Context: an optimization exercise on an open-source flow, tuned for small area. The choices shown serve that exercise and are no tape-out recipe.
The RTL was checked by simulation tests, not by an equivalence proof against the original design.
Power is estimated from default activity; no workload was simulated.

==> flow/design.v (outline; a module is shown in full before it is edited, if it fits) <==
// module usb3_crc_cw: 15 lines
// module usb3_crc_hp: 159 lines
// module usb3_crc_dpptx: 271 lines
// module usb3_link: 1698 lines
module usb3_link (
input	wire			local_clk,
input	wire			reset_n,
input	wire	[4:0]	ltssm_state,
input	wire			ltssm_hot_reset,
output	reg				ltssm_go_disabled,
output	reg		[2:0]	ltssm_go_u,
output	reg				ltssm_go_recovery,
input	wire	[31:0]	in_data,
input	wire	[3:0]	in_datak,
input	wire			in_active,
output	reg		[31:0]	outp_data,
output	reg		[3:0]	outp_datak,
output	reg				outp_active,
input	wire			out_stall,
input	wire	[1:0]	endp_mode_rx,
input	wire	[1:0]	endp_mode_tx,
input	wire	[6:0]	dev_addr,
output	reg				prot_rx_tp,
output	reg				prot_rx_tp_hosterr,
output	reg				prot_rx_tp_retry,
output	reg				prot_rx_tp_pktpend,
output	reg		[3:0]	prot_rx_tp_subtype,
output	reg		[3:0]	prot_rx_tp_endp,
output	reg		[4:0]	prot_rx_tp_nump,
output	reg		[4:0]	prot_rx_tp_seq,
output	reg		[15:0]	prot_rx_tp_stream,
output	reg				prot_rx_dph,
output	reg				prot_rx_dph_eob,
output	reg				prot_rx_dph_setup,
output	reg				prot_rx_dph_pktpend,
output	reg		[3:0]	prot_rx_dph_endp,
output	reg		[4:0]	prot_rx_dph_seq,
output	reg		[15:0]	prot_rx_dph_len,
output	reg				prot_rx_dpp_start,
output	reg				prot_rx_dpp_done,
output	reg				prot_rx_dpp_crcgood,
input	wire			prot_tx_tp_a,
input	wire			prot_tx_tp_a_retry,
input	wire			prot_tx_tp_a_dir,
input	wire	[3:0]	prot_tx_tp_a_subtype,
input	wire	[3:0]	prot_tx_tp_a_endp,
input	wire	[4:0]	prot_tx_tp_a_nump,
input	wire	[4:0]	prot_tx_tp_a_seq,
input	wire	[15:0]	prot_tx_tp_a_stream,
output	reg				prot_tx_tp_a_ack,
input	wire			prot_tx_tp_b,
input	wire			prot_tx_tp_b_retry,
input	wire			prot_tx_tp_b_dir,
input	wire	[3:0]	prot_tx_tp_b_subtype,
input	wire	[3:0]	prot_tx_tp_b_endp,
input	wire	[4:0]	prot_tx_tp_b_nump,
input	wire	[4:0]	prot_tx_tp_b_seq,
input	wire	[15:0]	prot_tx_tp_b_stream,
output	reg				prot_tx_tp_b_ack,
input	wire			prot_tx_tp_c,
input	wire			prot_tx_tp_c_retry,
input	wire			prot_tx_tp_c_dir,
input	wire	[3:0]	prot_tx_tp_c_subtype,
input	wire	[3:0]	prot_tx_tp_c_endp,
input	wire	[4:0]	prot_tx_tp_c_nump,
input	wire	[4:0]	prot_tx_tp_c_seq,
input	wire	[15:0]	prot_tx_tp_c_stream,
output	reg				prot_tx_tp_c_ack,
input	wire			prot_tx_dph,
input	wire			prot_tx_dph_eob,
input	wire			prot_tx_dph_dir,
input	wire	[3:0]	prot_tx_dph_endp,
input	wire	[4:0]	prot_tx_dph_seq,
input	wire	[15:0]	prot_tx_dph_len,
output	reg				prot_tx_dpp_ack,
output	reg				prot_tx_dpp_done,
output	reg		[8:0]	buf_in_addr,
output	reg		[31:0]	buf_in_data,
output	reg				buf_in_wren,
input	wire			buf_in_ready,
output	reg				buf_in_commit,
output	reg		[10:0]	buf_in_commit_len,
input	wire			buf_in_commit_ack,
output	reg		[9:0]	buf_out_addr,
input	wire	[31:0]	buf_out_q,
input	wire	[10:0]	buf_out_len,
input	wire			buf_out_hasdata,
output	reg				buf_out_arm,
input	wire			buf_out_arm_ack,
output	reg				err_lbad,
output	reg				err_lbad_recv,
output	reg				err_stuck_hpseq,
output	reg				err_lcmd_undefined,
output	reg				err_lcrd_mismatch,
output	reg				err_lgood_order,
output	reg				err_lgood_missed,
output	reg				err_pending_hp,
output	reg				err_credit_hp,
  // ...
==> flow/run.sh <==
#!/bin/bash
# synth_recipe.tcl (not shown) runs the flow's synth.tcl, then flattens the netlist and writes it again
# the make line also repeats each setting of config.mk as NAME=value (left out here)
make -C /OpenROAD-flow-scripts/flow DESIGN_CONFIG=/design/flow/config.mk WORK_HOME=/design/flow/orfs CLKGATE_MAP_FILE= SYNTH_SCRIPT=/design/flow/synth_recipe.tcl finish
==> flow/config.mk <==
export PLATFORM = sky130hd
export DESIGN_NAME = usb3_link
export DESIGN_NICKNAME = usb3_link
export VERILOG_FILES = /design/flow/design.v
export SDC_FILE = /design/flow/constraint.sdc
export NUM_CORES = 4
export LEC_CHECK = 0
export CAP_MARGIN = 20
export CORE_MARGIN = 2
export CORE_UTILIZATION = 40
export SLEW_MARGIN = 20
==> flow/constraint.sdc <==
create_clock -name core_clock -period 8.0 [get_ports {local_clk}]
set_input_delay 1.6000 -clock core_clock [delete_from_list [all_inputs] [get_ports {local_clk}]]
set_output_delay 1.6000 -clock core_clock [all_outputs]
set_load 0.01 [all_outputs]
==> results by group, run 1 <==
Route
  – Wl on met1: slightly below 100000 um
  – DR iter-0 viols: 5125

Die
  – IO Pins: ~440
  – Chip width: roughly 440 um

Power and ir drop
  – Internal power: 20.9 mW
  – Clock power frac: 0.246

Final layout
  – Signal buf overhead: 0.0591
  – Commonest non-fill, non-tap cells in the layout: nand2_1, dfxtp_1, a21oi_1
  – Seq cells: 1648
  – Final non-filler cell total: ~11000
  – Fin area: ~0.087 sq mm

STA
  – Hold_ws: between 300 and 400 ps
  – RSZ-0062 raised after global routing: no
  – Slew at the pin closest to its max-slew limit: between 1000 and 1500 ps

Global routing
  – First-pass GRT wire length: approximately 370000 um
  – GR Layer Usage met1: 0.305

Worst hold path
  – Hold Path Class: reg2reg

Critical path
  – Crit Path Category: reg2reg
  – CP arrival: 6300 ps
  – Flop-to-flop setup slack: roughly 2400 ps
  – Slowest CP cell: mux4_2
  – Cell depth of the worst flop-to-flop path: 19

Synth
  – Post-Synth Adder-Cell Area: 0.0289
  – Distinct cells, synth: ~110
  – Most numerous cell in the Yosys netlist: nand2_1

Run status
  – Status: timing/DRC/antenna clean

Placed design
  – Pre-CTS WS: about 2400 ps

Clock network
  – CTS root buffer: clkbuf_16
==> module usb3_crc_hp, before the edit <==
module usb3_crc_hp(
input	wire	[31:0] 	di,
input	wire			crc_en,
output	wire	[15:0] 	crc_out,
input	wire			rst,
input	wire			clk
);
reg [15:0]	q;
wire [15:0]	c;
wire [31:0] d = {	di[0 ],di[1 ],di[2 ],di[3 ],di[4 ],di[5 ],di[6 ],di[7],
					di[8 ],di[9 ],di[10],di[11],di[12],di[13],di[14],di[15],
					di[16],di[17],di[18],di[19],di[20],di[21],di[22],di[23],
					di[24],di[25],di[26],di[27],di[28],di[29],di[30],di[31]};
wire [31:0] x = d ^ {q, 16'h0};
assign crc_out = ~{	q[0], q[1], q[2], q[3], q[4], q[5], q[6], q[7], 
					q[8], q[9], q[10],q[11],q[12],q[13],q[14],q[15]};
wire hx_0 = x[12] ^ x[20];
wire hx_1 = x[15] ^ x[23];
wire hx_2 = x[17] ^ x[25];
wire hx_3 = x[16] ^ x[24];
wire hx_4 = x[18] ^ x[19];
wire hx_5 = x[27] ^ x[28];
wire hx_6 = x[8] ^ x[22];
wire hx_7 = x[13] ^ x[21];
wire hx_8 = x[9] ^ hx_2;
wire hx_9 = x[26] ^ hx_4;
wire hx_10 = x[14] ^ hx_3;
wire hx_11 = hx_0 ^ hx_6;
wire hx_12 = x[6] ^ x[10];
wire hx_13 = x[11] ^ x[30];
wire hx_14 = x[31] ^ hx_1;
wire hx_15 = hx_10 ^ hx_11;
wire hx_16 = x[5] ^ hx_8;
wire hx_17 = x[29] ^ hx_7;
wire hx_18 = x[7] ^ hx_5;
wire hx_19 = hx_9 ^ hx_12;
wire hx_20 = x[4] ^ hx_15;
wire hx_21 = hx_14 ^ hx_17;
wire hx_22 = hx_13 ^ hx_18;
wire hx_23 = hx_1 ^ hx_16;
wire hx_24 = x[1] ^ hx_16;
wire hx_25 = x[3] ^ hx_7;
wire hx_26 = x[9] ^ x[30];
wire hx_27 = hx_5 ^ hx_26;
wire hx_28 = x[0] ^ x[26];
wire hx_29 = hx_3 ^ hx_5;
wire hx_30 = x[27] ^ hx_19;
wire hx_31 = x[31] ^ hx_0;
wire hx_32 = hx_9 ^ hx_14;
wire hx_33 = x[14] ^ x[22];
wire hx_34 = x[2] ^ hx_12;
wire hx_35 = x[11] ^ hx_25;
wire hx_36 = x[4] ^ hx_6;
wire hx_37 = x[10] ^ x[29];
wire hx_38 = x[0] ^ hx_13;
wire hx_39 = hx_2 ^ hx_20;
wire hx_40 = x[2] ^ hx_30;
wire hx_41 = x[28] ^ hx_37;
wire hx_42 = hx_18 ^ hx_19;
wire hx_43 = hx_22 ^ hx_33;
wire hx_44 = hx_10 ^ hx_35;
wire hx_45 = x[4] ^ x[8];
wire hx_46 = x[28] ^ hx_0;
wire hx_47 = hx_21 ^ hx_28;
wire hx_48 = hx_45 ^ hx_46;
wire hx_49 = hx_47 ^ hx_48;
wire hx_50 = x[1] ^ x[5];
wire hx_51 = hx_14 ^ hx_20;
wire hx_52 = hx_27 ^ hx_28;
wire hx_53 = hx_50 ^ hx_51;
wire hx_54 = hx_52 ^ hx_53;
wire hx_55 = hx_21 ^ hx_24;
wire hx_56 = hx_29 ^ hx_34;
wire hx_57 = hx_55 ^ hx_56;
wire hx_58 = x[7] ^ x[18];
wire hx_59 = hx_14 ^ hx_25;
wire hx_60 = hx_34 ^ hx_38;
wire hx_61 = hx_39 ^ hx_58;
wire hx_62 = hx_59 ^ hx_60;
wire hx_63 = hx_61 ^ hx_62;
wire hx_64 = x[7] ^ x[12];
wire hx_65 = hx_24 ^ hx_32;
wire hx_66 = hx_36 ^ hx_44;
wire hx_67 = hx_64 ^ hx_65;
wire hx_68 = hx_66 ^ hx_67;
wire hx_69 = x[13] ^ hx_20;
wire hx_70 = hx_23 ^ hx_40;
wire hx_71 = hx_69 ^ hx_70;
wire hx_72 = x[20] ^ hx_23;
wire hx_73 = hx_42 ^ hx_44;
wire hx_74 = hx_72 ^ hx_73;
wire hx_75 = x[11] ^ x[15];
wire hx_76 = x[21] ^ x[29];
wire hx_77 = hx_39 ^ hx_42;
wire hx_78 = hx_75 ^ hx_76;
wire hx_79 = hx_77 ^ hx_78;
wire hx_80 = x[16] ^ hx_9;
wire hx_81 = hx_11 ^ hx_17;
wire hx_82 = hx_22 ^ hx_23;
wire hx_83 = hx_80 ^ hx_81;
wire hx_84 = hx_82 ^ hx_83;
wire hx_85 = x[17] ^ x[23];
wire hx_86 = x[31] ^ hx_15;
wire hx_87 = hx_17 ^ hx_19;
wire hx_88 = hx_27 ^ hx_85;
wire hx_89 = hx_86 ^ hx_87;
wire hx_90 = hx_88 ^ hx_89;
wire hx_91 = x[10] ^ x[20];
wire hx_92 = x[24] ^ hx_4;
wire hx_93 = hx_8 ^ hx_21;
wire hx_94 = hx_43 ^ hx_91;
wire hx_95 = hx_92 ^ hx_93;
wire hx_96 = hx_94 ^ hx_95;
wire hx_97 = x[21] ^ x[25];
wire hx_98 = hx_13 ^ hx_15;
wire hx_99 = hx_32 ^ hx_41;
wire hx_100 = hx_97 ^ hx_98;
wire hx_101 = hx_99 ^ hx_100;
wire hx_102 = x[19] ^ hx_8;
wire hx_103 = hx_29 ^ hx_36;
wire hx_104 = hx_38 ^ hx_102;
wire hx_105 = hx_103 ^ hx_104;
wire hx_106 = x[18] ^ x[23];
wire hx_107 = x[26] ^ hx_24;
wire hx_108 = hx_31 ^ hx_41;
wire hx_109 = hx_106 ^ hx_107;
wire hx_110 = hx_108 ^ hx_109;
wire hx_111 = x[24] ^ hx_13;
wire hx_112 = hx_17 ^ hx_40;
wire hx_113 = hx_111 ^ hx_112;
wire hx_114 = x[3] ^ x[19];
wire hx_115 = x[25] ^ hx_31;
wire hx_116 = hx_43 ^ hx_114;
wire hx_117 = hx_115 ^ hx_116;
assign c[0] = hx_49;
assign c[1] = hx_54;
assign c[2] = hx_57;
assign c[3] = hx_63;
assign c[4] = hx_68;
assign c[5] = hx_71;
assign c[6] = hx_74;
assign c[7] = hx_79;
assign c[8] = hx_84;
assign c[9] = hx_90;
assign c[10] = hx_96;
assign c[11] = hx_101;
assign c[12] = hx_105;
assign c[13] = hx_110;
assign c[14] = hx_113;
assign c[15] = hx_117;
always @(posedge clk, posedge rst) begin
	if(rst) begin
		q <= {16{1'b1}};
	end
	else begin
		q <= crc_en ? c : q;
	end
end
endmodule
==> module usb3_crc_dpptx, before the edit <==
module usb3_crc_dpptx(
input	wire	[31:0]	di,
input	wire	[1:0]	part,
output	wire	[31:0]	crc_out,
input	wire			rst,
input	wire			clk
);
reg [31:0] q;
wire [31:0] p;
wire [31:0] d = {	di[0 ],di[1 ],di[2 ],di[3 ],di[4 ],di[5 ],di[6 ],di[7],
					di[8 ],di[9 ],di[10],di[11],di[12],di[13],di[14],di[15],
					di[16],di[17],di[18],di[19],di[20],di[21],di[22],di[23],
					di[24],di[25],di[26],di[27],di[28],di[29],di[30],di[31]};
wire [31:0] xs = q ^ d;
wire [31:0] y = xs >> {part, 3'b000};
wire [31:0] qs = (part == 2'd1) ? {q[7:0], 24'h0} :
				 (part == 2'd2) ? {q[15:0], 16'h0} :
				 (part == 2'd3) ? {q[23:0], 8'h0} : 32'h0;
wire [31:0] r = (part == 2'd0) ? q : (p ^ qs);
assign crc_out = ~{	r[0],  r[1],  r[2],  r[3],  r[4],  r[5],  r[6],  r[7], 
					r[8],  r[9],  r[10], r[11], r[12], r[13], r[14], r[15],
					r[16], r[17], r[18], r[19], r[20], r[21], r[22], r[23], 
					r[24], r[25], r[26], r[27], r[28], r[29], r[30], r[31]};
wire mx_0 = y[24] ^ y[29];
wire mx_1 = y[9] ^ y[31];
wire mx_2 = y[25] ^ y[28];
wire mx_3 = y[27] ^ mx_1;
wire mx_4 = y[8] ^ y[30];
wire mx_5 = y[6] ^ y[7];
wire mx_6 = y[4] ^ y[20];
wire mx_7 = y[0] ^ y[16];
wire mx_8 = y[2] ^ y[18];
wire mx_9 = y[1] ^ y[17];
wire mx_10 = y[5] ^ y[21];
wire mx_11 = y[19] ^ y[26];
wire mx_12 = y[3] ^ y[15];
wire mx_13 = y[11] ^ mx_0;
wire mx_14 = y[22] ^ y[23];
wire mx_15 = y[10] ^ mx_0;
wire mx_16 = y[13] ^ mx_5;
wire mx_17 = y[8] ^ mx_12;
wire mx_18 = y[12] ^ y[24];
wire mx_19 = y[26] ^ mx_2;
wire mx_20 = y[7] ^ y[27];
wire mx_21 = mx_3 ^ mx_9;
wire mx_22 = y[14] ^ mx_11;
wire mx_23 = y[4] ^ y[12];
wire mx_24 = y[14] ^ mx_8;
wire mx_25 = y[10] ^ y[31];
wire mx_26 = mx_4 ^ mx_10;
wire mx_27 = y[5] ^ y[13];
wire mx_28 = y[23] ^ mx_13;
wire mx_29 = y[18] ^ mx_3;
wire mx_30 = y[1] ^ mx_6;
wire mx_31 = y[28] ^ mx_9;
wire mx_32 = y[2] ^ mx_22;
wire mx_33 = y[3] ^ mx_14;
wire mx_34 = mx_1 ^ mx_7;
wire mx_35 = y[6] ^ y[30];
wire mx_36 = y[16] ^ mx_20;
wire mx_37 = y[17] ^ y[22];
wire mx_38 = y[11] ^ y[29];
wire mx_39 = mx_6 ^ mx_12;
wire mx_40 = y[19] ^ y[25];
wire mx_41 = y[27] ^ mx_18;
wire mx_42 = y[25] ^ mx_30;
wire mx_43 = y[11] ^ mx_31;
wire mx_44 = y[2] ^ mx_26;
wire mx_45 = y[10] ^ mx_24;
wire mx_46 = y[21] ^ mx_19;
wire mx_47 = y[13] ^ mx_21;
wire mx_48 = y[0] ^ mx_23;
wire mx_49 = y[28] ^ mx_15;
wire mx_50 = y[7] ^ mx_17;
wire mx_51 = y[26] ^ mx_4;
wire mx_52 = mx_17 ^ mx_38;
wire mx_53 = mx_27 ^ mx_29;
wire mx_54 = y[3] ^ y[19];
wire mx_55 = y[6] ^ y[20];
wire mx_56 = mx_18 ^ mx_39;
wire mx_57 = y[21] ^ y[28];
wire mx_58 = y[0] ^ mx_10;
wire mx_59 = y[17] ^ y[23];
wire mx_60 = y[22] ^ mx_44;
wire mx_61 = y[31] ^ mx_8;
wire mx_62 = y[0] ^ y[6];
wire mx_63 = y[5] ^ mx_2;
wire mx_64 = y[20] ^ y[25];
wire mx_65 = mx_16 ^ mx_24;
wire mx_66 = mx_25 ^ mx_33;
wire mx_67 = y[15] ^ mx_47;
wire mx_68 = mx_5 ^ mx_32;
wire mx_69 = y[14] ^ mx_14;
wire mx_70 = y[9] ^ mx_23;
wire mx_71 = y[12] ^ mx_15;
wire mx_72 = mx_19 ^ mx_34;
wire mx_73 = mx_35 ^ mx_71;
wire mx_74 = mx_72 ^ mx_73;
wire mx_75 = y[9] ^ mx_7;
wire mx_76 = mx_16 ^ mx_41;
wire mx_77 = mx_43 ^ mx_75;
wire mx_78 = mx_76 ^ mx_77;
wire mx_79 = y[24] ^ mx_9;
wire mx_80 = mx_34 ^ mx_51;
wire mx_81 = mx_65 ^ mx_79;
wire mx_82 = mx_80 ^ mx_81;
wire mx_83 = mx_21 ^ mx_40;
wire mx_84 = mx_45 ^ mx_50;
wire mx_85 = mx_83 ^ mx_84;
wire mx_86 = y[12] ^ mx_4;
wire mx_87 = mx_13 ^ mx_39;
wire mx_88 = mx_40 ^ mx_61;
wire mx_89 = mx_62 ^ mx_86;
wire mx_90 = mx_87 ^ mx_88;
wire mx_91 = mx_89 ^ mx_90;
wire mx_92 = mx_16 ^ mx_30;
wire mx_93 = mx_49 ^ mx_54;
wire mx_94 = mx_58 ^ mx_92;
wire mx_95 = mx_93 ^ mx_94;
wire mx_96 = y[14] ^ mx_5;
wire mx_97 = mx_38 ^ mx_42;
wire mx_98 = mx_60 ^ mx_96;
wire mx_99 = mx_97 ^ mx_98;
wire mx_100 = y[2] ^ mx_2;
wire mx_101 = mx_7 ^ mx_10;
wire mx_102 = mx_14 ^ mx_15;
wire mx_103 = mx_50 ^ mx_100;
wire mx_104 = mx_101 ^ mx_102;
wire mx_105 = mx_103 ^ mx_104;
wire mx_106 = y[8] ^ mx_43;
wire mx_107 = mx_48 ^ mx_66;
wire mx_108 = mx_106 ^ mx_107;
wire mx_109 = y[1] ^ mx_8;
wire mx_110 = mx_27 ^ mx_28;
wire mx_111 = mx_70 ^ mx_109;
wire mx_112 = mx_110 ^ mx_111;
wire mx_113 = y[3] ^ y[28];
wire mx_114 = y[29] ^ mx_27;
wire mx_115 = mx_32 ^ mx_34;
wire mx_116 = mx_113 ^ mx_114;
wire mx_117 = mx_115 ^ mx_116;
wire mx_118 = y[14] ^ mx_7;
wire mx_119 = mx_19 ^ mx_21;
wire mx_120 = mx_56 ^ mx_118;
wire mx_121 = mx_119 ^ mx_120;
wire mx_122 = y[4] ^ mx_8;
wire mx_123 = mx_18 ^ mx_35;
wire mx_124 = mx_58 ^ mx_67;
wire mx_125 = mx_122 ^ mx_123;
wire mx_126 = mx_124 ^ mx_125;
wire mx_127 = y[1] ^ y[16];
wire mx_128 = y[22] ^ mx_25;
wire mx_129 = mx_54 ^ mx_63;
wire mx_130 = mx_65 ^ mx_127;
wire mx_131 = mx_128 ^ mx_129;
wire mx_132 = mx_130 ^ mx_131;
wire mx_133 = mx_6 ^ mx_52;
wire mx_134 = mx_59 ^ mx_68;
wire mx_135 = mx_133 ^ mx_134;
wire mx_136 = y[9] ^ y[18];
wire mx_137 = mx_26 ^ mx_36;
wire mx_138 = mx_56 ^ mx_136;
wire mx_139 = mx_137 ^ mx_138;
wire mx_140 = y[13] ^ mx_0;
wire mx_141 = mx_11 ^ mx_26;
wire mx_142 = mx_37 ^ mx_48;
wire mx_143 = mx_140 ^ mx_141;
wire mx_144 = mx_142 ^ mx_143;
wire mx_145 = y[1] ^ mx_35;
wire mx_146 = mx_53 ^ mx_64;
wire mx_147 = mx_69 ^ mx_145;
wire mx_148 = mx_146 ^ mx_147;
wire mx_149 = y[15] ^ y[23];
wire mx_150 = y[24] ^ mx_25;
wire mx_151 = mx_57 ^ mx_68;
wire mx_152 = mx_149 ^ mx_150;
wire mx_153 = mx_151 ^ mx_152;
wire mx_154 = y[22] ^ mx_13;
wire mx_155 = mx_17 ^ mx_36;
wire mx_156 = mx_64 ^ mx_154;
wire mx_157 = mx_155 ^ mx_156;
wire mx_158 = y[16] ^ mx_4;
wire mx_159 = mx_46 ^ mx_59;
wire mx_160 = mx_70 ^ mx_158;
wire mx_161 = mx_159 ^ mx_160;
wire mx_162 = y[26] ^ mx_15;
wire mx_163 = mx_37 ^ mx_53;
wire mx_164 = mx_162 ^ mx_163;
wire mx_165 = y[12] ^ mx_7;
wire mx_166 = mx_22 ^ mx_28;
wire mx_167 = mx_29 ^ mx_165;
wire mx_168 = mx_166 ^ mx_167;
wire mx_169 = y[29] ^ mx_7;
wire mx_170 = mx_11 ^ mx_55;
wire mx_171 = mx_67 ^ mx_169;
wire mx_172 = mx_170 ^ mx_171;
wire mx_173 = y[20] ^ y[21];
wire mx_174 = y[30] ^ mx_31;
wire mx_175 = mx_36 ^ mx_45;
wire mx_176 = mx_173 ^ mx_174;
wire mx_177 = mx_175 ^ mx_176;
wire mx_178 = y[19] ^ mx_37;
wire mx_179 = mx_52 ^ mx_57;
wire mx_180 = mx_61 ^ mx_178;
wire mx_181 = mx_179 ^ mx_180;
wire mx_182 = y[18] ^ y[24];
wire mx_183 = mx_2 ^ mx_6;
wire mx_184 = mx_11 ^ mx_62;
wire mx_185 = mx_66 ^ mx_182;
wire mx_186 = mx_183 ^ mx_184;
wire mx_187 = mx_185 ^ mx_186;
wire mx_188 = mx_10 ^ mx_11;
wire mx_189 = mx_20 ^ mx_28;
wire mx_190 = mx_42 ^ mx_188;
wire mx_191 = mx_189 ^ mx_190;
wire mx_192 = mx_19 ^ mx_41;
wire mx_193 = mx_55 ^ mx_60;
wire mx_194 = mx_192 ^ mx_193;
wire mx_195 = y[29] ^ mx_3;
wire mx_196 = mx_16 ^ mx_33;
wire mx_197 = mx_46 ^ mx_195;
wire mx_198 = mx_196 ^ mx_197;
wire mx_199 = y[4] ^ mx_20;
wire mx_200 = mx_49 ^ mx_51;
wire mx_201 = mx_69 ^ mx_199;
wire mx_202 = mx_200 ^ mx_201;
wire mx_203 = y[15] ^ mx_3;
wire mx_204 = mx_4 ^ mx_28;
wire mx_205 = mx_63 ^ mx_203;
wire mx_206 = mx_204 ^ mx_205;
assign p[0] = mx_74;
assign p[1] = mx_78;
assign p[2] = mx_82;
assign p[3] = mx_85;
assign p[4] = mx_91;
assign p[5] = mx_95;
assign p[6] = mx_99;
assign p[7] = mx_105;
assign p[8] = mx_108;
assign p[9] = mx_112;
assign p[10] = mx_117;
assign p[11] = mx_121;
assign p[12] = mx_126;
assign p[13] = mx_132;
assign p[14] = mx_135;
assign p[15] = mx_139;
assign p[16] = mx_144;
assign p[17] = mx_148;
assign p[18] = mx_153;
assign p[19] = mx_157;
assign p[20] = mx_161;
assign p[21] = mx_164;
assign p[22] = mx_168;
assign p[23] = mx_172;
assign p[24] = mx_177;
assign p[25] = mx_181;
assign p[26] = mx_187;
assign p[27] = mx_191;
assign p[28] = mx_194;
assign p[29] = mx_198;
assign p[30] = mx_202;
assign p[31] = mx_206;
always @(posedge clk, posedge rst) begin
	if(rst) begin
		q <= {32{1'b1}};
	end
	else begin
		q <= p;
	end
end
endmodule
==> run 2: changes to the inputs <==
--- a/flow/design.v
+++ b/flow/design.v
@@ -17,6 +17,7 @@
 input	wire	[31:0] 	di,
 input	wire			crc_en,
 output	wire	[15:0] 	crc_out,
+output	wire	[15:0] 	crc_next_out,	 
 input	wire			rst,
 input	wire			clk
 );
@@ -29,6 +30,8 @@
 wire [31:0] x = d ^ {q, 16'h0};
 assign crc_out = ~{	q[0], q[1], q[2], q[3], q[4], q[5], q[6], q[7], 
 					q[8], q[9], q[10],q[11],q[12],q[13],q[14],q[15]};
+assign crc_next_out = ~{	c[0], c[1], c[2], c[3], c[4], c[5], c[6], c[7], 
+					c[8], c[9], c[10],c[11],c[12],c[13],c[14],c[15]};
 wire hx_0 = x[12] ^ x[20];
 wire hx_1 = x[15] ^ x[23];
 wire hx_2 = x[17] ^ x[25];
@@ -175,8 +178,11 @@
 module usb3_crc_dpptx(
 input	wire	[31:0]	di,
 input	wire	[1:0]	part,
+input	wire			hold,
 output	wire	[31:0]	crc_out,
-input	wire			rst,
+output	wire	[31:0]	crc_q,
+input	wire			set,
+input	wire			set_next,
 input	wire			clk
 );
 reg [31:0] q;
@@ -195,6 +201,10 @@
 					r[8],  r[9],  r[10], r[11], r[12], r[13], r[14], r[15],
 					r[16], r[17], r[18], r[19], r[20], r[21], r[22], r[23], 
 					r[24], r[25], r[26], r[27], r[28], r[29], r[30], r[31]};
+assign crc_q = ~{	q[0],  q[1],  q[2],  q[3],  q[4],  q[5],  q[6],  q[7], 
+					q[8],  q[9],  q[10], q[11], q[12], q[13], q[14], q[15],
+					q[16], q[17], q[18], q[19], q[20], q[21], q[22], q[23], 
+					q[24], q[25], q[26], q[27], q[28], q[29], q[30], q[31]};
 wire mx_0 = y[24] ^ y[29];
 wire mx_1 = y[9] ^ y[31];
 wire mx_2 = y[25] ^ y[28];
@@ -434,12 +444,12 @@
 assign p[29] = mx_198;
 assign p[30] = mx_202;
 assign p[31] = mx_206;
-always @(posedge clk, posedge rst) begin
-	if(rst) begin
+always @(posedge clk) begin
+	if(set_next || (set && !hold)) begin
 		q <= {32{1'b1}};
 	end
 	else begin
-		q <= p;
+		q <= hold ? r : p;
 	end
 end
 endmodule
@@ -733,6 +743,32 @@
 	input	[15:0]	i;
 	len_code = (i > 16'd4) ? 3'd7 : i[2:0];
 endfunction
+function	[46:0]	ohp_pack;
+	input	[95:0]	p;
+	ohp_pack = {p[95:89], p[73], p[70], p[67], p[66], p[57:48], p[43:38], p[35:32], p[15:0]};
+endfunction
+function	[95:0]	ohp_unpack;
+	input	[46:0]	p;
+	ohp_unpack = {p[46:40], 15'h0, p[39], 1'b0, p[39], p[38], 2'b0, p[37], p[36], 2'b0,
+				6'h0, p[35:26], 4'h0, p[25:20], 2'b0, p[19:16],
+				16'h0, p[15:0]};
+endfunction
+function	[6:0]	lc7;
+	input	[10:0]	i;
+	lc7 = {i[10:7], i[2:0]};
+endfunction
+localparam	[2:0]	LC_OTHER = 3'd0, LC_LGOOD = 3'd1, LC_LCRD = 3'd2, LC_LGO = 3'd3,
+					LC_LPMA = 3'd4, LC_LRTY = 3'd5, LC_LBAD = 3'd6;
+function	[5:0]	lcmd_dec;
+	input	[10:0]	i;
+	if(i[10:3] == LCMD_LGOOD_0[10:3])	lcmd_dec = {LC_LGOOD, i[2:0]};
+	else if(i[10:2] == LCMD_LCRD_A[10:2])	lcmd_dec = {LC_LCRD, 1'b0, i[1:0]};
+	else if(i[10:2] == LCMD_LGO_U1[10:2])	lcmd_dec = {LC_LGO, 1'b0, i[1:0]};
+	else if(i == LCMD_LPMA)	lcmd_dec = {LC_LPMA, 3'd0};
+	else if(i == LCMD_LRTY)	lcmd_dec = {LC_LRTY, 3'd0};
+	else if(i == LCMD_LBAD)	lcmd_dec = {LC_LBAD, 3'd0};
+	else					lcmd_dec = {LC_OTHER, 3'd0};
+endfunction
 	reg		[5:0]	send_state;
 parameter	[5:0]	LINK_SEND_RESET		= 'd0,
 					LINK_SEND_IDLE		= 'd2,
@@ -856,7 +892,8 @@
 	reg		[1:0]	dc;		 
 	reg		[10:0]	u0l_timeout;			 
 	reg		[16:0]	u0_recovery_timeout;	 
-	reg		[22:0]	u2_timeout;				 
+	reg		[7:0]	u2_timeout_hi;			 
+	reg		[14:0]	u2_timeout_lo;			 
 	reg		[8:0]	pending_hp_timer;		 
 	reg		[19:0]	credit_hp_timer;		 
 	reg		[7:0]	link_error_count;
@@ -866,7 +903,7 @@
 	reg		[24:0]	ux_exit_timer;		 
 	reg				pm_waiting_for_ack;
 	reg		[11:0]	port_config_timeout;	 
-	reg		[24:0]	T_PORT_U2_TIMEOUT;
+	reg		[7:0]	T_PORT_U2_TIMEOUT;		 
 	reg		[2:0]	tx_hdr_seq_num  ;			 
 	reg		[2:0]	last_hdr_seq_num  ;
 	reg		[2:0]	ack_tx_hdr_seq_num  ;		 
@@ -883,23 +920,28 @@
 	reg		[1:0]	rx_cred_idx_cache;
 	reg		[3:0]	in_header_pkt_queued;
 	reg		[1:0]	in_header_pkt_pick;
-	wire	[95:0]	in_header_pkt_mux = (	in_header_pkt_pick == 3 ? in_header_pkt_a :
-											in_header_pkt_pick == 2 ? in_header_pkt_b :
-											in_header_pkt_pick == 1 ? in_header_pkt_c : 
-											in_header_pkt_d );
-	reg		[95:0]	in_header_pkt_a;
-	reg		[95:0]	in_header_pkt_b;
-	reg		[95:0]	in_header_pkt_c;
-	reg		[95:0]	in_header_pkt_d;
+	reg		[31:0]	ihw2_a, ihw2_b, ihw2_c, ihw2_d;
+	reg		[31:0]	ihw1_a, ihw1_b, ihw1_c, ihw1_d;
+	reg		[16:0]	ihw0_a, ihw0_b, ihw0_c, ihw0_d;
+	reg		[2:0]	ihz_a, ihz_b, ihz_c, ihz_d;
+	wire	[31:0]	ih_w2 = in_header_pkt_pick == 3 ? ihw2_a : in_header_pkt_pick == 2 ? ihw2_b : in_header_pkt_pick == 1 ? ihw2_c : ihw2_d;
+	wire	[31:0]	ih_w1 = in_header_pkt_pick == 3 ? ihw1_a : in_header_pkt_pick == 2 ? ihw1_b : in_header_pkt_pick == 1 ? ihw1_c : ihw1_d;
+	wire	[16:0]	ih_w0 = in_header_pkt_pick == 3 ? ihw0_a : in_header_pkt_pick == 2 ? ihw0_b : in_header_pkt_pick == 1 ? ihw0_c : ihw0_d;
+	wire	[2:0]	ih_z  = in_header_pkt_pick == 3 ? ihz_a  : in_header_pkt_pick == 2 ? ihz_b  : in_header_pkt_pick == 1 ? ihz_c  : ihz_d;
+	wire	[95:0]	in_header_pkt_mux = {ih_w2 & {32{~ih_z[2]}}, ih_w1 & {32{~ih_z[1]}}, 15'h0, ih_w0 & {17{~ih_z[0]}}};
 	reg		[1:0]	out_header_pkt_pick;
-	wire	[95:0]	out_header_pkt_mux = (	out_header_pkt_pick == 0 ? out_header_pkt_a :
-											out_header_pkt_pick == 1 ? out_header_pkt_b :
-											out_header_pkt_pick == 2 ? out_header_pkt_c : 
-											out_header_pkt_d );
-	reg		[95:0]	out_header_pkt_a;
-	reg		[95:0]	out_header_pkt_b;
-	reg		[95:0]	out_header_pkt_c;
-	reg		[95:0]	out_header_pkt_d;
+	reg		[46:0]	ohp_a, ohp_b, ohp_c, ohp_d;
+	reg				ohz_a, ohz_b, ohz_c, ohz_d;
+	wire	[46:0]	ohp_sel = out_header_pkt_pick == 0 ? ohp_a : out_header_pkt_pick == 1 ? ohp_b : out_header_pkt_pick == 2 ? ohp_c : ohp_d;
+	wire			ohz_sel = out_header_pkt_pick == 0 ? ohz_a : out_header_pkt_pick == 1 ? ohz_b : out_header_pkt_pick == 2 ? ohz_c : ohz_d;
+	wire	[95:0]	out_header_pkt_mux = ohp_unpack(ohp_sel & {47{~ohz_sel}});
+	wire	[46:0]	tx_hp_packed = ohp_pack({tx_hp_word_0, tx_hp_word_1, tx_hp_word_2});
+	wire			out_hp_isdp = out_header_pkt_mux[64+3];
+	wire	[31:0]	out_hp_w1 = {out_hp_isdp ? out_header_pkt_mux[5:0] : out_header_pkt_mux[63:58],
+								out_header_pkt_mux[57:37],
+								out_hp_isdp ? out_header_pkt_mux[6] : out_header_pkt_mux[36],
+								out_header_pkt_mux[35:32]};
+	wire	[31:0]	out_hp_w2 = out_hp_isdp ? 32'h0 : out_header_pkt_mux[31:0];
 	reg		[31:0]	out_data;
 	reg		[3:0]	out_datak;
 	reg				out_active;
@@ -909,10 +951,10 @@
 	reg		[10:0]	out_header_cw;
 	reg		[2:0]	in_header_seq;		 
 	reg				in_header_cw_ok;	 
-	reg		[15:0]	in_header_crc;
+	reg				in_header_crc_ok;	 
 	reg		[1:0]	in_header_err_count;
 	reg				out_header_first_since_entry;
-	reg		[10:0]	in_link_command;		 
+	reg		[5:0]	in_link_command;		 
 	reg				in_link_command_ok;		 
 	reg				in_link_command_act  ;
 	wire	[31:0]	in_data_swap16 = {in_data[23:16], in_data[31:24], in_data[7:0], in_data[15:8]};
@@ -932,15 +974,18 @@
 	reg		[95:0]	out_dpp_end;
 	reg		[11:0]	out_dpp_endk;
 	reg				buf_in_ready_1;
-	reg		[10:0]	rx_lcmd   ;
+	reg		[5:0]	rx_lcmd;		 
 	reg				rx_lcmd_act   ;
-	reg		[10:0]	tx_lcmd   ;
+	reg		[6:0]	tx_lcmd_v;		 
+	wire	[10:0]	tx_lcmd = {tx_lcmd_v[6:3], 4'b0000, tx_lcmd_v[2:0]};
 	reg				tx_lcmd_act   ;
 	reg				tx_lcmd_act_1;
 	reg				tx_lcmd_queue;
 	wire			tx_lcmd_do = (tx_lcmd_act & ~tx_lcmd_act_1) | tx_lcmd_queue;
-	reg		[10:0]	tx_lcmd_latch;
-	reg		[10:0]	tx_lcmd_out;
+	reg		[6:0]	tx_lcmd_latch_v;
+	wire	[10:0]	tx_lcmd_latch = {tx_lcmd_latch_v[6:3], 4'b0000, tx_lcmd_latch_v[2:0]};
+	reg		[6:0]	tx_lcmd_out_v;
+	wire	[10:0]	tx_lcmd_out = {tx_lcmd_out_v[6:3], 4'b0000, tx_lcmd_out_v[2:0]};
 	reg				tx_lcmd_done   ;
 	reg		[6:0]	local_dev_addr;
 	reg		[31:0]	tx_hp_word_0;
@@ -1049,7 +1094,8 @@
 		if(u0_recovery_timeout == T_U0_RECOVERY) begin
 			ltssm_go_recovery <= 1;
 		end
-		u2_timeout <= 0;
+		u2_timeout_hi <= 0;
+		u2_timeout_lo <= 0;
 		if(remote_rx_cred_count == 4) credit_hp_timer <= 0;
 		if(credit_hp_timer == T_CREDIT_HP) begin
 			credit_hp_timer <= T_CREDIT_HP;
@@ -1083,9 +1129,14 @@
 		end
 	end
 	LT_U1: begin
-		if(u2_timeout < T_PORT_U2_TIMEOUT)
-			u2_timeout<=u2_timeout+1'b1;
-		if(u2_timeout == T_PORT_U2_TIMEOUT)
+		if(u2_timeout_hi < T_PORT_U2_TIMEOUT) begin
+			if(u2_timeout_lo == 15'd31999) begin
+				u2_timeout_lo <= 0;
+				u2_timeout_hi<=u2_timeout_hi+1'b1;
+			end else
+				u2_timeout_lo<=u2_timeout_lo+1'b1;
+		end
+		if(u2_timeout_hi == T_PORT_U2_TIMEOUT && u2_timeout_lo == 0)
 			ltssm_go_u[2:0] <= {1'b1, 2'd2};
 	end
 	default: begin  
@@ -1118,10 +1169,7 @@
 				last_hdr_seq_num <= 7;
 				local_rx_cred_count <= 4;
 				in_header_pkt_queued <= 4'b0000;
-				in_header_pkt_a <= 'h0;
-				in_header_pkt_b <= 'h0;
-				in_header_pkt_c <= 'h0;
-				in_header_pkt_d <= 'h0;
+				{ihz_a, ihz_b, ihz_c, ihz_d} <= 12'hFFF;
 				link_error_count <= 0;
 			end
 			if(ltssm_stored_init) begin
@@ -1180,10 +1228,10 @@
 	LINK_RECV_HP_0: begin
 		if(in_active) begin
 			case(rx_cred_idx)
-			0: in_header_pkt_a <= {swap32(in_data), in_header_pkt_a[95:64], 15'h0, in_header_pkt_a[48:32]};
-			1: in_header_pkt_b <= {swap32(in_data), in_header_pkt_b[95:64], 15'h0, in_header_pkt_b[48:32]};
-			2: in_header_pkt_c <= {swap32(in_data), in_header_pkt_c[95:64], 15'h0, in_header_pkt_c[48:32]};
-			3: in_header_pkt_d <= {swap32(in_data), in_header_pkt_d[95:64], 15'h0, in_header_pkt_d[48:32]};
+			0: begin {ihw2_a, ihw1_a, ihw0_a} <= {swap32(in_data), ihw2_a, ihw1_a[16:0]}; ihz_a <= {1'b0, ihz_a[2:1]}; end
+			1: begin {ihw2_b, ihw1_b, ihw0_b} <= {swap32(in_data), ihw2_b, ihw1_b[16:0]}; ihz_b <= {1'b0, ihz_b[2:1]}; end
+			2: begin {ihw2_c, ihw1_c, ihw0_c} <= {swap32(in_data), ihw2_c, ihw1_c[16:0]}; ihz_c <= {1'b0, ihz_c[2:1]}; end
+			3: begin {ihw2_d, ihw1_d, ihw0_d} <= {swap32(in_data), ihw2_d, ihw1_d[16:0]}; ihz_d <= {1'b0, ihz_d[2:1]}; end
 			endcase
 			crc_hprx_in <= swap32(in_data);
 			if(rc == 2) recv_state <= LINK_RECV_HP_1;
@@ -1192,7 +1240,7 @@
 	end
 	LINK_RECV_HP_1: begin
 		if(in_active) begin
-			in_header_crc <= in_data_swap16[31:16];
+			in_header_crc_ok <= (crc_hprx_next_out == in_data_swap16[31:16]);
 			in_header_seq <= in_data_swap16[2:0];
 			in_header_cw_ok <= (crc_in_cw_out == in_data_swap16[15:11]);
 			recv_state <= LINK_RECV_IDLE;
@@ -1203,7 +1251,7 @@
 	end
 	LINK_RECV_CMDW_0: begin
 		if(in_active) begin
-			in_link_command <= in_data_swap16[10:0];
+			in_link_command <= lcmd_dec(in_data_swap16[10:0]);
 			in_link_command_ok <= in_data_swap16[10:0] == in_data_swap16[26:16] &&
 								crc_in_cw_out == in_data_swap16[31:27] &&
 								crc_in_cw_out == in_data_swap16[15:11];
@@ -1222,27 +1270,27 @@
 	LINK_EXPECT_HDR_SEQ_AD: begin
 		if(ltssm_state == LT_U0) begin
 			case({rx_lcmd, rx_lcmd_act})
-			{LCMD_LGOOD_0, 1'b1}: ack_tx_hdr_seq_num <= 1;
-			{LCMD_LGOOD_1, 1'b1}: ack_tx_hdr_seq_num <= 2;
-			{LCMD_LGOOD_2, 1'b1}: ack_tx_hdr_seq_num <= 3;
-			{LCMD_LGOOD_3, 1'b1}: ack_tx_hdr_seq_num <= 4;
-			{LCMD_LGOOD_4, 1'b1}: ack_tx_hdr_seq_num <= 5;
-			{LCMD_LGOOD_5, 1'b1}: ack_tx_hdr_seq_num <= 6;
-			{LCMD_LGOOD_6, 1'b1}: ack_tx_hdr_seq_num <= 7;
-			{LCMD_LGOOD_7, 1'b1}: ack_tx_hdr_seq_num <= 0;
-			{LCMD_LCRD_A, 1'b1}: begin 
+			{LC_LGOOD, 3'd0, 1'b1}: ack_tx_hdr_seq_num <= 1;
+			{LC_LGOOD, 3'd1, 1'b1}: ack_tx_hdr_seq_num <= 2;
+			{LC_LGOOD, 3'd2, 1'b1}: ack_tx_hdr_seq_num <= 3;
+			{LC_LGOOD, 3'd3, 1'b1}: ack_tx_hdr_seq_num <= 4;
+			{LC_LGOOD, 3'd4, 1'b1}: ack_tx_hdr_seq_num <= 5;
+			{LC_LGOOD, 3'd5, 1'b1}: ack_tx_hdr_seq_num <= 6;
+			{LC_LGOOD, 3'd6, 1'b1}: ack_tx_hdr_seq_num <= 7;
+			{LC_LGOOD, 3'd7, 1'b1}: ack_tx_hdr_seq_num <= 0;
+			{LC_LCRD, 3'd0, 1'b1}: begin 
 				remote_rx_cred_count_inc <= 1;
 				rx_cred_idx<=rx_cred_idx+1'b1;
 			end
-			{LCMD_LCRD_B, 1'b1}: begin 
+			{LC_LCRD, 3'd1, 1'b1}: begin 
 				remote_rx_cred_count_inc <= 1;
 				rx_cred_idx<=rx_cred_idx+1'b1;
 			end
-			{LCMD_LCRD_C, 1'b1}: begin 
+			{LC_LCRD, 3'd2, 1'b1}: begin 
 				remote_rx_cred_count_inc <= 1;
 				rx_cred_idx<=rx_cred_idx+1'b1;
 			end
-			{LCMD_LCRD_D, 1'b1}: begin 
+			{LC_LCRD, 3'd3, 1'b1}: begin 
 				remote_rx_cred_count_inc <= 1;
 				rx_cred_idx<=rx_cred_idx+1'b1;
 				pending_hp_timer <= 0;
@@ -1308,7 +1356,7 @@
 	CHECK_HP_IDLE: begin
 	end
 	CHECK_HP_0: begin
-		if(crc_hprx_out == in_header_crc && in_header_cw_ok) begin
+		if(in_header_crc_ok && in_header_cw_ok) begin
 			if(in_header_seq == rx_hdr_seq_num && local_rx_cred_count > 0) begin
 				check_hp_state <= CHECK_HP_1;
 			end else begin
@@ -1318,7 +1366,7 @@
 			end
 		end else begin
 			err_lbad <= 1;
-			tx_lcmd <= LCMD_LBAD;
+			tx_lcmd_v <= lc7(LCMD_LBAD);
 			tx_lcmd_act <= 1;
 			err_hp_crc <= 1;
 			in_header_err_count<=in_header_err_count+1'b1;
@@ -1373,7 +1421,7 @@
 		LP_TYPE_LMP: begin
 			case(in_header_pkt_mux[8:5])
 			LP_LMP_SUB_SETLINK: force_linkpm_accept <= in_header_pkt_mux[10];
-			LP_LMP_SUB_U2INACT: T_PORT_U2_TIMEOUT <= in_header_pkt_mux[16:9] * 32000;  
+			LP_LMP_SUB_U2INACT: T_PORT_U2_TIMEOUT <= in_header_pkt_mux[16:9];  
 			LP_LMP_SUB_VENDTEST: begin end
 			LP_LMP_SUB_PORTCAP: begin 
 				recv_port_cmdcfg[1] <= 1'b1;
@@ -1435,7 +1483,7 @@
 	end
 	endcase
 	if(rx_lcmd_act) begin
-		if(rx_lcmd[10:3] == LCMD_LGOOD_0[10:3] && sent_u0_adv && recv_u0_adv) begin
+		if(rx_lcmd[5:3] == LC_LGOOD && sent_u0_adv && recv_u0_adv) begin
 			if(ack_tx_hdr_seq_num != rx_lcmd[2:0]) begin
 				err_lgood_order <= 1;
 				ltssm_go_recovery <= 1;
@@ -1444,7 +1492,7 @@
 				pending_hp_timer <= 0;
 			end
 		end else
-		if(rx_lcmd[10:2] == LCMD_LCRD_A[10:2] && sent_u0_adv && recv_u0_adv) begin
+		if(rx_lcmd[5:3] == LC_LCRD && sent_u0_adv && recv_u0_adv) begin
 			if(remote_rx_cred_count > 3) begin
 				err_lcrd_mismatch <= 1;
 				ltssm_go_recovery <= 1;
@@ -1460,24 +1508,24 @@
 				credit_hp_timer <= 0;
 			end
 		end else
-		if(rx_lcmd[10:2] == LCMD_LGO_U1[10:2]) begin
+		if(rx_lcmd[5:3] == LC_LGO) begin
 			ltssm_go_u[1:0] <= rx_lcmd[1:0];
 			if(local_rx_cred_count < 4 && !force_linkpm_accept) begin  
-				tx_lcmd <= LCMD_LXU;
+				tx_lcmd_v <= lc7(LCMD_LXU);
 			end else begin
-				tx_lcmd <= LCMD_LAU;	 
+				tx_lcmd_v <= lc7(LCMD_LAU);	 
 				pm_waiting_for_ack <= 1;
 			end
 			tx_lcmd_act <= 1;
 		end else
-		if(rx_lcmd == LCMD_LPMA) begin
+		if(rx_lcmd[5:3] == LC_LPMA) begin
 			ltssm_go_u[2] <= 1'b1;
 			pm_waiting_for_ack <= 0;
 		end else
-		if(rx_lcmd == LCMD_LRTY) begin
+		if(rx_lcmd[5:3] == LC_LRTY) begin
 			rx_hdr_seq_ignore <= 0;
 		end else
-		if(rx_lcmd == LCMD_LBAD) begin
+		if(rx_lcmd[5:3] == LC_LBAD) begin
 			queue_hp_retry <= 1;
 			rty_tx_hdr_seq_num <= ack_tx_hdr_seq_num;
 			err_lbad_recv <= 1;
@@ -1523,23 +1571,23 @@
 		else
 		case(qc)
 		0: begin
-			tx_lcmd <= {LCMD_LGOOD_0[10:3], rx_hdr_seq_num_dec[2:0]};
+			tx_lcmd_v <= lc7({LCMD_LGOOD_0[10:3], rx_hdr_seq_num_dec[2:0]});
 			tx_lcmd_act <= 1;
 		end
 		1: begin
-			{tx_lcmd, tx_lcmd_act} <= {LCMD_LCRD_A, 1'b1};
+			begin tx_lcmd_v <= lc7(LCMD_LCRD_A); tx_lcmd_act <= 1'b1; end
 			if(local_rx_cred_count == 1) qc <= 5; 	 
 		end
 		2: begin
-			{tx_lcmd, tx_lcmd_act} <= {LCMD_LCRD_B, 1'b1};
+			begin tx_lcmd_v <= lc7(LCMD_LCRD_B); tx_lcmd_act <= 1'b1; end
 			if(local_rx_cred_count == 2) qc <= 5;	 
 		end
 		3: begin
-			{tx_lcmd, tx_lcmd_act} <= {LCMD_LCRD_C, 1'b1};
+			begin tx_lcmd_v <= lc7(LCMD_LCRD_C); tx_lcmd_act <= 1'b1; end
 			if(local_rx_cred_count == 3) qc <= 5;	 
 		end
 		4: begin
-			{tx_lcmd, tx_lcmd_act} <= {LCMD_LCRD_D, 1'b1};
+			begin tx_lcmd_v <= lc7(LCMD_LCRD_D); tx_lcmd_act <= 1'b1; end
 		end
 		5: begin 
 			sent_u0_adv <= 1; 
@@ -1581,7 +1629,7 @@
 		else
 		case(qc)
 		0: begin
-			tx_lcmd <= LCMD_LRTY;
+			tx_lcmd_v <= lc7(LCMD_LRTY);
 			tx_lcmd_act <= 1;
 		end
 		1: begin
@@ -1627,8 +1675,8 @@
 		0: begin
 			if(send_state == LINK_SEND_IDLE) begin
 			tx_hp_word_0 <= {	local_dev_addr, LP_TP_ROUTE0, LP_TYPE_DP};
-			tx_hp_word_1 <= {	prot_tx_dph_len, 1'b0, 3'b0, prot_tx_dph_endp, prot_tx_dph_dir, prot_tx_dph_eob, 1'b0, prot_tx_dph_seq};
-			tx_hp_word_2 <= {	32'h0};
+			tx_hp_word_1 <= {	6'h0, prot_tx_dph_len[9:0], 1'b0, 3'b0, prot_tx_dph_endp, prot_tx_dph_dir, prot_tx_dph_eob, 1'b0, 1'b0, prot_tx_dph_seq[3:0]};
+			tx_hp_word_2 <= {	25'h0, prot_tx_dph_seq[4], prot_tx_dph_len[15:10]};
 			tx_hp_act <= 1;
 			tx_hp_dph <= 1;
 			out_dpp_length <= prot_tx_dph_len;
@@ -1663,13 +1711,13 @@
 		if(|tx_queue_lgood) begin
 			tx_queue_lgood <= 0;
 			tx_queue_open <= 0;
-			tx_lcmd <= {LCMD_LGOOD_0[10:3], tx_queue_lgood[2:0]};
+			tx_lcmd_v <= lc7({LCMD_LGOOD_0[10:3], tx_queue_lgood[2:0]});
 			send_state <= LINK_SEND_CMDW_0;
 		end else
 		if(|tx_queue_lcred) begin
 			tx_queue_lcred <= 0;
 			tx_queue_open <= 0;
-			tx_lcmd <= {LCMD_LCRD_A[10:2], tx_queue_lcred[1:0]};
+			tx_lcmd_v <= lc7({LCMD_LCRD_A[10:2], tx_queue_lcred[1:0]});
 			send_state <= LINK_SEND_CMDW_0;
 		end else 
 		if(tx_hp_do && remote_rx_cred_count > 0) begin
@@ -1684,13 +1732,13 @@
 		if(tx_queue_lup) begin
 			tx_queue_lup <= 0;
 			tx_queue_open <= 0;
-			tx_lcmd <= LCMD_LUP;
+			tx_lcmd_v <= lc7(LCMD_LUP);
 			send_state <= LINK_SEND_CMDW_0;
 		end
 	end
 	LINK_SEND_CMDW_0: begin
 		if(wr_lcmd_state != WR_LCMD_0) begin
-			tx_lcmd_latch <= tx_lcmd;
+			tx_lcmd_latch_v <= tx_lcmd_v;
 			wr_lcmd_state <= WR_LCMD_0;
 			u0l_timeout <= 0;
 			send_state <= LINK_SEND_IDLE;
@@ -1702,10 +1750,10 @@
 	end
 	LINK_SEND_HP_0: begin
 		case(tx_cred_idx)
-		0: out_header_pkt_a <= {tx_hp_word_0, tx_hp_word_1, tx_hp_word_2};
-		1: out_header_pkt_b <= {tx_hp_word_0, tx_hp_word_1, tx_hp_word_2};
-		2: out_header_pkt_c <= {tx_hp_word_0, tx_hp_word_1, tx_hp_word_2};
-		3: out_header_pkt_d <= {tx_hp_word_0, tx_hp_word_1, tx_hp_word_2};
+		0: begin ohp_a <= tx_hp_packed; ohz_a <= 0; end
+		1: begin ohp_b <= tx_hp_packed; ohz_b <= 0; end
+		2: begin ohp_c <= tx_hp_packed; ohz_c <= 0; end
+		3: begin ohp_d <= tx_hp_packed; ohz_d <= 0; end
 		endcase	
 		out_header_pkt_pick <= tx_cred_idx;
 		send_state <= LINK_SEND_HP_1;
@@ -1731,8 +1779,7 @@
 	WR_LCMD_0: begin
 		{out_data, out_datak} <= {32'hFEFEFEF7, 4'b1111};
 		out_active <= 1;
-		crc_lcmd_in <= tx_lcmd_latch;
-		tx_lcmd_out <= tx_lcmd_latch;	 
+		tx_lcmd_out_v <= tx_lcmd_latch_v;	 
 		wr_lcmd_state <= WR_LCMD_1;
 	end
 	WR_LCMD_1: begin
@@ -1765,8 +1812,8 @@
 	WR_HP_1: begin
 		case(sc)
 		0: out_data_2 <= swap32(out_header_pkt_mux[95:64]);
-		1: out_data_2 <= swap32(out_header_pkt_mux[63:32]);
-		2: out_data_2 <= swap32(out_header_pkt_mux[31:0]);
+		1: out_data_2 <= swap32(out_hp_w1);
+		2: out_data_2 <= swap32(out_hp_w2);
 		endcase		
 		if(sc == 0) begin
 			last_hdr_seq_num <= tx_hdr_seq_num;
@@ -1859,7 +1906,6 @@
 			out_dpp_length_remain <= 0;
 		out_dpp_length_remain_1 <= len_code(out_dpp_length_remain);
 		buf_out_addr<=buf_out_addr+1'b1;
-		crc_dpptx_out_1 <= crc_dpptx_out;
 		crc_dpptx_in <= swap32(buf_out_q);
 		out_active_1 <= 1;
 	end
@@ -1968,7 +2014,8 @@
 		dc <= 0;
 		u0l_timeout <= 0;
 		u0_recovery_timeout <= 0;
-		u2_timeout <= 0;
+		u2_timeout_hi <= 0;
+		u2_timeout_lo <= 0;
 		pending_hp_timer <= 0;
 		credit_hp_timer <= 0;
 		link_error_count <= 0;
@@ -1993,14 +2040,8 @@
 		rx_cred_idx <= 0;
 		rx_cred_idx_cache <= 0;
 		in_header_pkt_queued <= 0;
-		in_header_pkt_a <= 0;
-		in_header_pkt_b <= 0;
-		in_header_pkt_c <= 0;
-		in_header_pkt_d <= 0;
-		out_header_pkt_a <= 0;
-		out_header_pkt_b <= 0;
-		out_header_pkt_c <= 0;
-		out_header_pkt_d <= 0;
+		{ihz_a, ihz_b, ihz_c, ihz_d} <= 12'hFFF;
+		{ohz_a, ohz_b, ohz_c, ohz_d} <= 4'hF;
 		out_data <= 0;
 		out_datak <= 0;
 		out_active <= 0;
@@ -2026,6 +2067,7 @@
 		out_dpp_endk <= 0;
 		buf_in_ready_1 <= 0;
 		rx_lcmd_act <= 0;
+		tx_lcmd_v <= 0;
 		tx_lcmd_act <= 0;
 		tx_lcmd_act_1 <= 0;
 		tx_lcmd_queue <= 0;
@@ -2093,25 +2135,31 @@
 	wire	[1:0]	crc_dpptx_part = (out_dpp_length_remain_1[2] == 1'b0) ? 2'd0 - out_dpp_length_remain_1[1:0] : 2'd0;
 	wire	[31:0]	crc_dpptx_out_r;
 	wire	[31:0]	crc_dpptx_out = swap32(crc_dpptx_out_r);
-	reg		[31:0]	crc_dpptx_out_1;
+	wire	[31:0]	crc_dpptx_q;
+	wire	[31:0]	crc_dpptx_out_1 = swap32(crc_dpptx_q);
 	reg				crc_dpptx_rst;
 	reg		[31:0]	crc_dpptx_in;
 usb3_crc_dpptx iu3cdptx (
 	.clk		( local_clk ),
-	.rst		( crc_dpptx_rst ),
+	.set		( crc_dpptx_rst ),
+	.set_next	( write_dpp_state == WRITE_DPP_1 && reset_n ),
 	.di			( crc_dpptx_in ),
 	.part		( crc_dpptx_part ),
-	.crc_out	( crc_dpptx_out_r )
+	.hold		( write_dpp_state == WRITE_DPP_2 && ~out_dpp_length_remain_1[2] ),
+	.crc_out	( crc_dpptx_out_r ),
+	.crc_q		( crc_dpptx_q )
 );
 	reg				crc_hprx_rst;
 	reg		[31:0]	crc_hprx_in;
 	wire	[15:0]	crc_hprx_out;
+	wire	[15:0]	crc_hprx_next_out;
 usb3_crc_hp iu3chprx (
 	.clk		( local_clk ),
 	.rst		( crc_hprx_rst ),
 	.crc_en		( in_active ),
 	.di			( crc_hprx_in ),
-	.crc_out	( crc_hprx_out )
+	.crc_out	( crc_hprx_out ),
+	.crc_next_out	( crc_hprx_next_out )
 );
 	reg				crc_hptx_rst;
 	wire	[31:0]	crc_hptx_in = swap32(out_data_2);
@@ -2134,7 +2182,7 @@
 	.di			( crc_cw4_in ),
 	.crc_out	( crc_cw4_out )
 );
-	reg		[10:0]	crc_lcmd_in;
+	wire	[10:0]	crc_lcmd_in = tx_lcmd_out;
 	wire	[4:0]	crc_lcmd_out;
 usb3_crc_cw iu3ccw4 (
 	.di			( crc_lcmd_in ),
--- a/flow/config.mk
+++ b/flow/config.mk
@@ -7,5 +7,8 @@
 export LEC_CHECK = 0
 export CAP_MARGIN = 20
 export CORE_MARGIN = 2
-export CORE_UTILIZATION = 40
+export CORE_UTILIZATION = 55
+export CTS_BUF_LIST = sky130_fd_sc_hd__clkbuf_16
+export CTS_CLUSTER_DIAMETER = 100
+export CTS_CLUSTER_SIZE = 25
 export SLEW_MARGIN = 20
==> run 2 against run 1 <==
Effect of this change:
- critical path type unchanged
- first-iteration DRC count rose by 4.6%
- largest cell class is now sequential cells
- via count shrank 21%
- highest routed layer is now met5
- synthesized cell count down 25%
==> results by group, run 2 <==
Run status
  – Status: timing/DRC/antenna clean (unchanged)

STA
  – Slew at the pin closest to its max-slew limit: 1100 ps (was 1180 ps)
  – Min Tclk post-route: 5610 ps (about the same)
  – Final Cycle Share: 0.701 (about the same)
  – Max transition margin: 0.263 (was 0.204)
  – Skew final: 34.3 ps (was 59.2 ps)
  – RSZ-0062 raised after global routing: no (unchanged)
  – # setup viols final: 0 (unchanged)
  – Max-slew violation count: 0 (unchanged)
  – Hold Vio Cnt, Final: 0 (unchanged)
  – Peak Freq: 178 MHz (about the same)
  – Setup TNS: 0 ps (unchanged)

Clock network
  – Clock transition at the registers of the reported paths: 100 ps (was 60 ps)
  – TritonCTS buffer count: 74 (was 179)
  – Bufs on Longest Clock Path: 3 (unchanged)
  – Post-cts resize count: 0 (unchanged)
  – Post-CTS setup buffers: 0 (unchanged)
  – CTS root buffer: clkbuf_16 (unchanged)
  – Clock latency (worst-skew pair): 690 ps (was 840 ps)
  – CTS Hold Buffers Added: 0 (unchanged)
  – CTS tree: done (unchanged)
  – CTS H-tree lvls: 3 (was 4)
  – Clock Sinks: 1553 (was 1648)

Final layout
  – P&R area growth vs syn: 11.6% (was 16.5%)
  – Final non-filler cell total: 8044 (was 11000)
  – Commonest non-fill, non-tap cells in the layout: dfxtp_1, edfxtp_1, nand2_1 (was nand2_1, dfxtp_1, a21oi_1)
  – Final nets: 6692 (was 8743)
  – Most common cell after layout, fill and taps aside: dfxtp_1 (was nand2_1)
  – Share of layout cells above drive strength 1: 0.0743 (was 0.0881)
  – Filler instances: 10100 (was 17600)

Synth
  – Post-synthesis cell area: 0.0682 sq mm (was 0.0747 sq mm)
  – Synth Register Bits: 1553 (was 1648)
  – Commonest cells post-synth: dfxtp_1, edfxtp_1, nand2_1, nor2_1, a21oi_1 (was nand2_1, dfxtp_1, a21oi_1, clkbuf_1, xnor2_1)
  – EDFF count, synth: 681 (was 241)
  – Synth area leader: edfxtp_1 (was dfxtp_1)
  – Distinct cells, synth: 109 (was 107)
  – Synthesized area per cell: 11.2 sq um (was 9.15 sq um)
  – Share of the yosys chip area belonging to registers: 0.558 (was 0.479)
  – Async SR Flop Fraction: 0.0206 (was 0.0388)
  – Top cells by area, synth: edfxtp_1, dfxtp_1, xnor2_1, a21oi_1, nand2_1 (was dfxtp_1, edfxtp_1, nand2_1, a21oi_1, xnor2_1)
  – Cells after synthesis: 6104 (was 8170)
  – Predominant post-synthesis flop cell: dfxtp_1 (unchanged)
  – Most numerous cell in the Yosys netlist: dfxtp_1 (was nand2_1)
  – Yosys top cell area share: 0.300 (was 0.360)
  – Synth warnings: 3 (unchanged)

Critical path
  – CP most frequent cell: xnor2_2
  – Worst r2r dst: out_data[3] (was T_PORT_U2_TIMEOUT[21])
  – Crit-path max cell delay: 720 ps (was 680 ps)
  – Crit path cell chain: inv_1, ha_1, buf_4, and2b_1, a221oi_2, xnor2_2, xnor3_2, xor2_2, xnor2_2, xnor2_1, o211ai_1, a41o_1, a221oi_1 (was buf_4, mux4_2, fa_1, fa_1, inv_1, fa_1, fa_1, inv_1, ha_1, a21oi_1, o21bai_1, a21oi_1, o21bai_1, a21oi_1, o21bai_1, a21oi_1, xnor2_1, mux2i_1, nor2_1)
  – Startpoint types: flop (unchanged)
  – Slowest CP cell: and2b_1 (was mux4_2)
  – Critical Path RT: 8520 ps (was 8690 ps)
  – Cell depth of the worst flop-to-flop path: 13 (was 19)
  – Flop-to-flop setup slack: 2390 ps (about the same)
  – Crit Path Category: reg2reg (unchanged)
  – Worst r2r src: out_dpp_length_remain_1[0] (was in_header_pkt_pick[0])
  – Critical Path Fanout Max: 20 (was 16)
  – CP arrival: 6130 ps (was 6300 ps)
  – Element type at the critical path end: flop (unchanged)

Die
  – IO Pins: 438 (unchanged)
  – Chip width: 356 um (was 436 um)
  – Die Y: 356 um (was 436 um)
  – Initial core utilization: 0.553 (was 0.403)
  – Die area: 0.127 sq mm (was 0.190 sq mm)
  – Std cell rows: 129 (was 158)
  – Core box area: 0.123 sq mm (was 0.186 sq mm)

Route
  – Drt wl/cell: 24.0 um (was 22.0 um)
  – Total detailed-routing wirelength: 193000 um (was 242000 um)
  – Remaining DRCs: 0 (unchanged)
  – DRT Pass-1 Iters: 6 (was 13)
  – Routed Antenna Nets: 0 (unchanged)
  – DR vias: 48100 (was 60600)
  – DR iter-0 viols: 5359 (was 5125)
  – Drt via density: 5.98 (was 5.52)

Global routing
  – Initial antenna violation count: 10 (was 8)
  – Largest net degree at the start of global routing: 93 (was 212)
  – First-pass GRT wire length: 289000 um (was 365000 um)
  – Gr usage total: 0.300 (was 0.246)
  – Vias in the first global route: 45500 (was 58500)
  – Grt ovf: 0 (unchanged)

Power and ir drop
  – Maximum VDD drop: 0.911 mV (was 0.485 mV)
  – Power Density: 420 mW/mm^2 (was 390 mW/mm^2)
  – LEAKAGE: 26.7 nW (was 30.6 nW)

Placed design
  – Placed wire-length estimate: 137000 um (was 166000 um)
  – GPL Wtd Cong: 1.02 (was 0.974)
  – Buffers added on ports: 415 (unchanged)
  – Cells after DPL: 7911 (was 10600)

Worst hold path
  – Hold wc startpoint: in_data_4[7] (was in_data_3[7])
  – Cells on Worst Hold Path: 0 (unchanged)
  – Hold Crit Endpoint: in_data_5[7] (was in_data_4[7])
  – Hold Path Class: reg2reg (unchanged)

Job
  – Max-Cap Viols: 0 (unchanged)
## run 2: cell types whose count changed after synthesis, moves of 37 or more
cell	previous run	this run
edfxtp_1	241	681
o22ai_1	39	76
inv_1	212	136
nand2_1	1373	547
a21oi_1	1027	418
xnor2_1	477	406
nor2_1	449	505
nand3_1	453	127
a222oi_1	44	3
dfxtp_1	1343	840
nor3_1	78	120
clkbuf_1	490	278
ha_1	136	98
## run 2: metrics by stage
step | area (sq um) | utilization | hold slack (ps) | power (mW) | worst slack, ps
finish | 76100 | 0.617 | 317 | 32.0 | 2390
global placement | 73900 | 0.598 | 309 | 27.4 | 2630
floorplan | 68200 | - | 310 | 22.9 | 2400
global route | 76100 | 0.617 | 326 | 33.5 | 2220
CTS | 76100 | 0.616 | 318 | 31.8 | 2510
detailed placement | 73900 | 0.599 | 312 | 27.5 | 2540
## run 2: per-layer routing
layer,global-route usage,wire length [um],up-vias,share of wire
met4,0.0801,5230,2,0.027
li1,-,-,22400,-
met5,0,20,-,0.00010
met1,0.461,89200,23600,0.46
met3,0.0436,15000,286,0.077
met2,0.443,83800,1892,0.43
## run 2: logic make-up (layout without fill, tap and decap cells)
group / Yosys count / count (layout) / share of synthesized area
AO/OA/AOI/OAI: 1232 / 1232 / 0.114
XOR/XNOR: 667 / 667 / 0.0986
adder cells (fa/ha/maj): 99 / 99 / 0.0183
buffers and inverters: 476 / 777 / 0.0273
flip-flops: 1553 / 1553 / 0.558
multiplexers: 272 / 272 / 0.0582
other: 1 / 3 / 0.0000550
AND/OR/NAND/NOR: 1804 / 1804 / 0.125
## run 2: area by class of cell
cell class              instances  area, sq um  area share
diodes                          1         2.50   0.0000329
clock buffers                  74         1850      0.0243
clock inverters                58          364     0.00478
inverters                     137          526     0.00690
multi-input cells            4076        28400       0.373
flip-flops and latches       1553        38100       0.501
well taps                    1637         2050      0.0269
repair buffers                508         4850      0.0638
## run 2: worst max-delay path by stage
stage / startpoint / end / slack, ps / depth (start not counted)
after floorplan: in_active / ihw0_d[0] / 2400 / 4
final: out_dpp_length_remain_1[0] / out_data[3] / 2390 / 13
after global placement: out_dpp_length_remain_1[0] / out_data[5] / 2630 / 13
after detailed placement: out_dpp_length_remain_1[0] / out_data[5] / 2540 / 13
after CTS: out_dpp_length_remain_1[0] / out_data[5] / 2510 / 13
after global routing: out_dpp_length_remain_1[0] / out_data[3] / 2220 / 13
## run 2: worst max-delay path, delay by kind of cell, from the launching register on
family | cells | cell delay, ps
xor gates and xnor gates | 5 | 1470
AOI/OAI and AO/OA | 4 | 1190
buffers and inverters | 2 | 970
and+or+nand+nor | 1 | 720
adders and majority gates | 1 | 610
DFF | 1 | 430
## run 2: where the power goes
group	internal [mW]	switching [mW]
clock	1.77	2.51
combinational	8.05	9.90
sequential	9.06	0.681
total	18.9	13.1

==> re-timing with driven ports <==
How much do the figures lean on ideal ports? The routed layouts below were timed once more, with nothing changed but the port constraints.
Step 1 assumes that a clkbuf_16 drives the clock port and a buf_2 every other input.
Step 2 moves the port delays by t, midway between the first and last clock arrival at a register: inputs arrive t later, outputs are due t later. That takes back most of the time a late clock gives input paths.
a / b / c = ideal ports / drivers / drivers and shift; a / b = the first two.
run | t (ns) | setup slack, ns | hold WS [ns] | latest minus earliest clock arrival (ns) | slew at the worst register clock pin (ns)
run 1 | 0.893 | 2.388 / 2.388 / 2.388 | 0.317 / 0.317 / 0.317 | 0.065 / 0.065 | 0.07 / 0.07
run 2 | 0.755 | 2.393 / 2.393 / 2.393 | 0.317 / 0.317 / 0.317 | 0.035 / 0.036 | 0.11 / 0.11
After both steps every run listed still meets setup and hold.
